This is an optimization exercise on Yosys and OpenROAD, whose aim is small area, a short achievable clock period and few clock cycles per item, not a production implementation. RTL that was checked went through simulation tests only; none was proved equivalent to the original. Power and IR drop assume default switching activity.

==> job 7606: inputs <==
## eyeriss_conv
module eyeriss_conv (
	input clk,
	input reset,
	input [15:0] act_in,
	input [15:0] filt_in,
	input load_en_wght,
	input load_en_act,
	input start,
	output [47:0] pe_out,
	output logic compute_done,
	output logic load_done
);
Settings: LEC_CHECK=0, ABC_CLOCK_PERIOD_IN_PS=3000, CAP_MARGIN=20, CORE_MARGIN=2, CORE_UTILIZATION=65, SLEW_MARGIN=20; clock period 10.0 ns.
standard.sh (not shown) runs the stock make flow with config.mk's settings and CLKGATE_MAP_FILE= SYNTH_SCRIPT=/design/flow/synth_recipe.tcl, a recipe that flattens the netlist after the stock synthesis.
==> flow/flow/run.sh <==
#!/bin/bash
# The standard ORFS flow with two changes to how the layout is made (the clock
# period and constraints are unchanged):
#  - repair_timing aims for the setup margin in flow/margin.txt;
#  - ports are buffered with buf_4 instead of the default buffer cell.
set -euo pipefail
MARGIN=$(cat flow/margin.txt)
bash standard.sh SETUP_SLACK_MARGIN=$MARGIN "BUFFER_PORTS_ARGS=-buffer_cell sky130_fd_sc_hd__buf_4" finish > standard.log 2>&1
==> flow/flow/margin.txt <==
6.8
==> job 4765 (differences from job 7606) <==
--- a/flow/design.v
+++ b/flow/design.v
@@ -973,11 +973,14 @@
 		v = 16'd0;
 		for (int n = 0; n < 9; n++)
 			v = v | ({16{p_awe && !p_afirst && p_aidx == n}} & O[n]);
 		acc_pre <= v;
 	end
-	assign acc_new = acc_pre + ds + dc;
+	logic [15:0] cs_s, cs_c;
+	assign cs_s = acc_pre ^ ds ^ dc;
+	assign cs_c = {(acc_pre[14:0] & ds[14:0]) | (acc_pre[14:0] & dc[14:0]) | (ds[14:0] & dc[14:0]), 1'b0};
+	assign acc_new = cs_s + cs_c;
 	always_ff @(posedge clk) begin
 		for (int n = 0; n < 9; n++)
 			if (run && awr[n]) O[n] <= acc_new;
 	end
 	logic [1:0] row_cnt, row_disp;
@@ -1007,13 +1010,17 @@
 	logic [47:0] pe_q;
 	assign sel = start ? {row_cnt == 2'd2, row_cnt == 2'd1, row_cnt == 2'd0} : rs;
 	always_ff @(posedge clk) begin
 		for (int i = 0; i < 3; i++) begin
 			logic [15:0] v;
+			logic hit;
 			v = 16'd0;
-			for (int R = 0; R < 3; R++)
-				v = v | ({16{sel[R]}} & ((run && awr[3*R+i]) ? acc_new : O[3*R+i]));
-			pe_q[16*i +: 16] <= v;
+			hit = 1'b0;
+			for (int R = 0; R < 3; R++) begin
+				v = v | ({16{sel[R]}} & O[3*R+i]);
+				hit = hit | (sel[R] && awr[3*R+i]);
+			end
+			pe_q[16*i +: 16] <= (run && hit) ? acc_new : v;
 		end
 	end
 	assign pe_out = pe_q;
 endmodule
Settings changed: CTS_CLUSTER_DIAMETER set to 60, CTS_CLUSTER_SIZE set to 30.
==> job 8922 (differences from job 7606) <==
Settings changed: CORE_UTILIZATION 65 to 75.
==> flow_summary.ini <==
[outcome]
status = complete, no violations

[clocking]
postCtsSetupRepairBufs = 2

[setup_path]
path_delay_family = flip-flops
max_stage_delay_ns = 0.37
cpMaxStageDelayCell = dfxtp_1
required_ns = 8.00

[finish]
diodes = 1
multi_input_cells = 2079

[routing]
vias = 28100
met3_length_mm = 9.67

[sta]
whs_ns = 0.328
slew_headroom = 0.224
fin_skew_ns = 0.0391

[worst_hold_path]
min_from = A[15][1]$_DFF_P_

[place]
gp_congestion = 0.910

[power]
finalPower_uw = 13900

[yosys]
synth_area_mm2 = 0.0442
synth_common_cells = dfxtp_1, edfxtp_1, xnor2_1
(the above is from job 4765)
==> flow_summary.ini <==
[outcome]
status = complete, no violations

[finish]
diodes = 8

[worst_hold_path]
min_from = A[20][2]$_DFF_P_

[setup_path]
max_stage_delay_ns = 0.52
cpMaxStageDelayCell = fa_1
path_delay_family = compound AO/OA/AOI/OAI gates
required_ns = 10.59

[sta]
whs_ns = 0.318
slew_headroom = 0.185

[yosys]
synth_area_mm2 = 0.0439

[routing]
met3_length_mm = 21.4
vias = 34100

[power]
finalPower_uw = 15500
(the above is from job 8922)
==> flow_summary.ini <==
[worst_hold_path]
min_from = A[22][0]$_DFF_P_

[sta]
fin_skew_ns = 0.0520
whs_ns = 0.316

[setup_path]
required_ns = 10.59
path_delay_family = compound AO/OA/AOI/OAI gates
max_stage_delay_ns = 0.53

[routing]
vias = 30600
met3_length_mm = 12.1

[power]
power_density_mw_per_mm2 = 302
comb_power_uw = 5160
finalPower_uw = 14900
seq_power_share = 0.375

[finish]
n_all_buffers = 149
dominant_cells = flip-flops and latches
multi_input_cells = 2405
diodes = 0

[outcome]
status = complete, no violations

[floorplan]
ios = 87

[clocking]
postCtsSetupRepairBufs = 0
tritoncts = done

[place]
gp_congestion = 0.949

[yosys]
synth_area_mm2 = 0.0439
(the above is from job 7606)
Testbench counts of job 7606, summed over its fixed seeds: cycles 7,730, rows 576.
Testbench counts of job 4765, summed over its fixed seeds: cycles 7,730, rows 576.
Testbench counts of job 8922, summed over its fixed seeds: cycles 7,730, rows 576.

---

==> inputs of run a <==
Another version of the RTL of eyeriss_conv (not shown whole).
export LEC_CHECK = 0
export CAP_MARGIN = 20
export CORE_MARGIN = 2
export CORE_UTILIZATION = 45
export SLEW_MARGIN = 20
create_clock -name core_clock -period 10.0 [get_ports {clk}]
run.sh (not shown) runs the stock make flow with config.mk's settings and CLKGATE_MAP_FILE= SYNTH_SCRIPT=/design/flow/synth_recipe.tcl, a recipe that flattens the netlist after the stock synthesis.
Stock flow here: none of the scripts above is used.
==> run b (differences from run a) <==
--- a/flow/design.v
+++ b/flow/design.v
@@ -780,12 +780,13 @@
 	logic [2:0] rdy, rdy_nx;
 	logic ld, awe, afirst, alast, ld_n, awe_n, afirst_n, alast_n;
 	logic [2:0] xs0, xs1, xs2, xs0_n, xs1_n, xs2_n;
 	logic [1:0] wsel, arow, wsel_n, arow_n;
 	logic [3:0] aidx, aidx_n;
 	logic restart;
+	logic [8:0] awr, ard;	 
 	logic [15:0] xn0, xn1, xn2;
 	localparam int EMAX = 35;
 	always_comb begin
 		ld_n = 1'b0; xs0_n = 3'd0; xs1_n = 3'd0; xs2_n = 3'd0; wsel_n = 2'd0;
 		awe_n = 1'b0; aidx_n = 4'd0; afirst_n = 1'b0; arow_n = 2'd0; alast_n = 1'b0;
 		case (e)
@@ -859,13 +860,18 @@
 	end
 	assign restart = load_en_act || (!lw_fin && req && !la_act && ph == 5'd24);
 	always_ff @(posedge clk) begin
 		if (reset || restart) begin
 			ld <= 1'b0; xs0 <= 3'd0; xs1 <= 3'd0; xs2 <= 3'd0; wsel <= 2'd0;
 			awe <= 1'b0; aidx <= 4'd0; afirst <= 1'b0; arow <= 2'd0; alast <= 1'b0;
+			awr <= 9'd0; ard <= 9'd0;
 		end else begin
+			for (int n = 0; n < 9; n++) begin
+				awr[n] <= awe_n && aidx_n == n;
+				ard[n] <= awe_n && !afirst_n && aidx_n == n;
+			end
 			ld <= ld_n; xs0 <= xs0_n; xs1 <= xs1_n; xs2 <= xs2_n; wsel <= wsel_n;
 			awe <= awe_n; aidx <= aidx_n; afirst <= afirst_n; arow <= arow_n; alast <= alast_n;
 		end
 	end
 	always_comb begin
 		rdy_nx = rdy;
@@ -924,36 +930,42 @@
 		endcase
 	end
 	logic [15:0] dot;
 	MAC mac (.clk(clk), .x0(x0), .x1(x1), .x2(x2), .e0(e0), .e1(e1), .e2(e2), .dot(dot));
 	logic [15:0] O [0:8];
 	logic [15:0] acc_old, acc_new;
-	assign acc_old = afirst ? 16'd0 : O[aidx];
+	always_comb begin
+		acc_old = 16'd0;
+		for (int n = 0; n < 9; n++) acc_old = acc_old | ({16{ard[n]}} & O[n]);
+	end
 	assign acc_new = acc_old + dot;
 	always_ff @(posedge clk) begin
 		for (int n = 0; n < 9; n++)
-			if (run && awe && aidx == n) O[n] <= acc_new;
+			if (run && awr[n]) O[n] <= acc_new;
 	end
 	logic [1:0] row_cnt, row_disp;
+	logic [2:0] rs;	 
 	logic pend;
 	always_ff @(posedge clk) begin
 		if (reset) begin
 			row_cnt <= 2'd0;
 			row_disp <= 2'd0;
+			rs <= 3'b001;
 			pend <= 1'b0;
 			compute_done <= 1'b0;
 		end else if (start) begin
 			row_disp <= row_cnt;
+			rs <= {row_cnt == 2'd2, row_cnt == 2'd1, row_cnt == 2'd0};
 			row_cnt <= (row_cnt == 2'd2) ? 2'd0 : row_cnt + 2'd1;
 			compute_done <= rdy_nx[row_cnt];
 			pend <= !rdy_nx[row_cnt];
 		end else if (pend) begin
 			compute_done <= rdy_nx[row_disp];
 			pend <= !rdy_nx[row_disp];
 		end else begin
 			compute_done <= 1'b0;
 		end
 	end
-	assign pe_out = (row_disp == 2'd0) ? {O[2], O[1], O[0]} :
-	                (row_disp == 2'd1) ? {O[5], O[4], O[3]} :
-	                                     {O[8], O[7], O[6]};
+	assign pe_out = ({48{rs[0]}} & {O[2], O[1], O[0]}) |
+	                ({48{rs[1]}} & {O[5], O[4], O[3]}) |
+	                ({48{rs[2]}} & {O[8], O[7], O[6]});
 endmodule
==> flow/flow/run.sh (new file) <==
#!/bin/bash
# The standard ORFS flow, with repair_timing aiming for a larger setup margin
# (the clock period and constraints are unchanged).
set -euo pipefail
MARGIN=$(cat flow/margin.txt)
bash standard.sh SETUP_SLACK_MARGIN=$MARGIN finish > standard.log 2>&1
==> flow/flow/margin.txt (new file) <==
6.5
==> flow/standard.sh (new file) <==
#!/bin/bash
# synth_recipe.tcl (not shown) runs the flow's synth.tcl, then flattens the netlist and writes it again
# the make line also repeats each setting of config.mk as NAME=value (left out here)
make -C /OpenROAD-flow-scripts/flow DESIGN_CONFIG=/design/flow/config.mk WORK_HOME=/design/flow/orfs CLKGATE_MAP_FILE= SYNTH_SCRIPT=/design/flow/synth_recipe.tcl "${@:-finish}"
ABC_CLOCK_PERIOD_IN_PS = 3000   (was unset)
removed: flow/run.sh
==> comparison table <==
Vias per inst: run b 5.450; run a 5.365
Flip-flop and latch count after synthesis: run b 1,011; run a 996
Via count: run b 27,090; run a 26,490
Fraction of layout instances using a drive strength above 1: run b 0.1235; run a 0.08254
Met3 layer usage reported by global route: run b 0.03081; run a 0.02542
Well-tap cell count: run b 1,254; run a 1,243
Number of DRC violations after detailed-routing iteration 0: run b 2,919; run a 2,795
Count of buffering cells on the critical path with inverters included: run b 4; run a 2
Largest net degree at the start of global routing: run b 96; run a 91
Largest vdd supply drop: run b 0.0004777 V; run a 0.0002418 V
Launch point of the critical path: run b rs[0]; run a row_disp[0]
Count of buffers not belonging to the clock network in the layout: run b 164; run a 137
# resized after CTS: run b 239; run a 0
Data arrival time at the worst-slack endpoint: run b 2.00 ns; run a 2.95 ns
Total internal power: run b 9539 uW; run a 8869 uW
Std-Cell Core Area: run b 92,910 um2; run a 91,940 um2
Synth Area in Simple Gates: run b 0.06065; run a 0.06056
Non-filler cells in the finished layout: run b 4,971; run a 4,938
Global routing met2 resource utilization: run b 0.3422; run a 0.3462
Peak fanout along the critical path: run b 6; run a 48
Outcome: run b finished clean; run a finished clean
Combinational Power Share: run b 0.353; run a 0.315
Post-detailed-routing wire length: run b 102,200 um; run a 99,520 um
Worst setup timing slack at the placement stage: run b 5.486 ns; run a 5.492 ns
Clock sinks: run b 1,011; run a 996
Testbench counts of run a, summed over its fixed seeds: cycles 7,922, rows 576.
For run b, only the layout was checked, not whether the RTL still works.

## what the ideal ports hide
Ports are ideal in the flow. The routed layouts listed here were re-timed in OpenROAD. Step 1: set_driving_cell puts a clkbuf_16 on clk and a buf_2 on each other input, an assumption about the parent block. Step 2 adds t to the input delays and takes it off the output delays; t is the mean of the earliest and latest rising clock arrival at the registers after step 1. Input paths then give back, and output paths get back, about the clock's delay inside the block. a / b / c = ideal ports / drivers / drivers and shift; a / b = the first two.
run | t, ns | setup WS [ns] | worst setup path after step 2 | worst register clock-pin slew, ns
job 7606 | 0.754 | 6.751 / 6.746 / 6.142 | input to register | 0.07 / 0.07
job 4765 | 0.728 | 6.820 / 6.756 / 6.158 | input to register | 0.11 / 0.11
job 8922 | 0.757 | 6.634 / 6.634 / 6.054 | input to register | 0.10 / 0.10
run a | 0.731 | 5.048 / 4.980 / 5.395 | register to register | 0.07 / 0.07
run b | 0.738 | 5.997 / 5.930 / 6.032 | input to register | 0.07 / 0.07
After both steps setup and hold are still met in every run listed. The setup slack of job 4765, which loses most, moves by -0.064 ns with the drivers and by -0.662 ns with both steps.
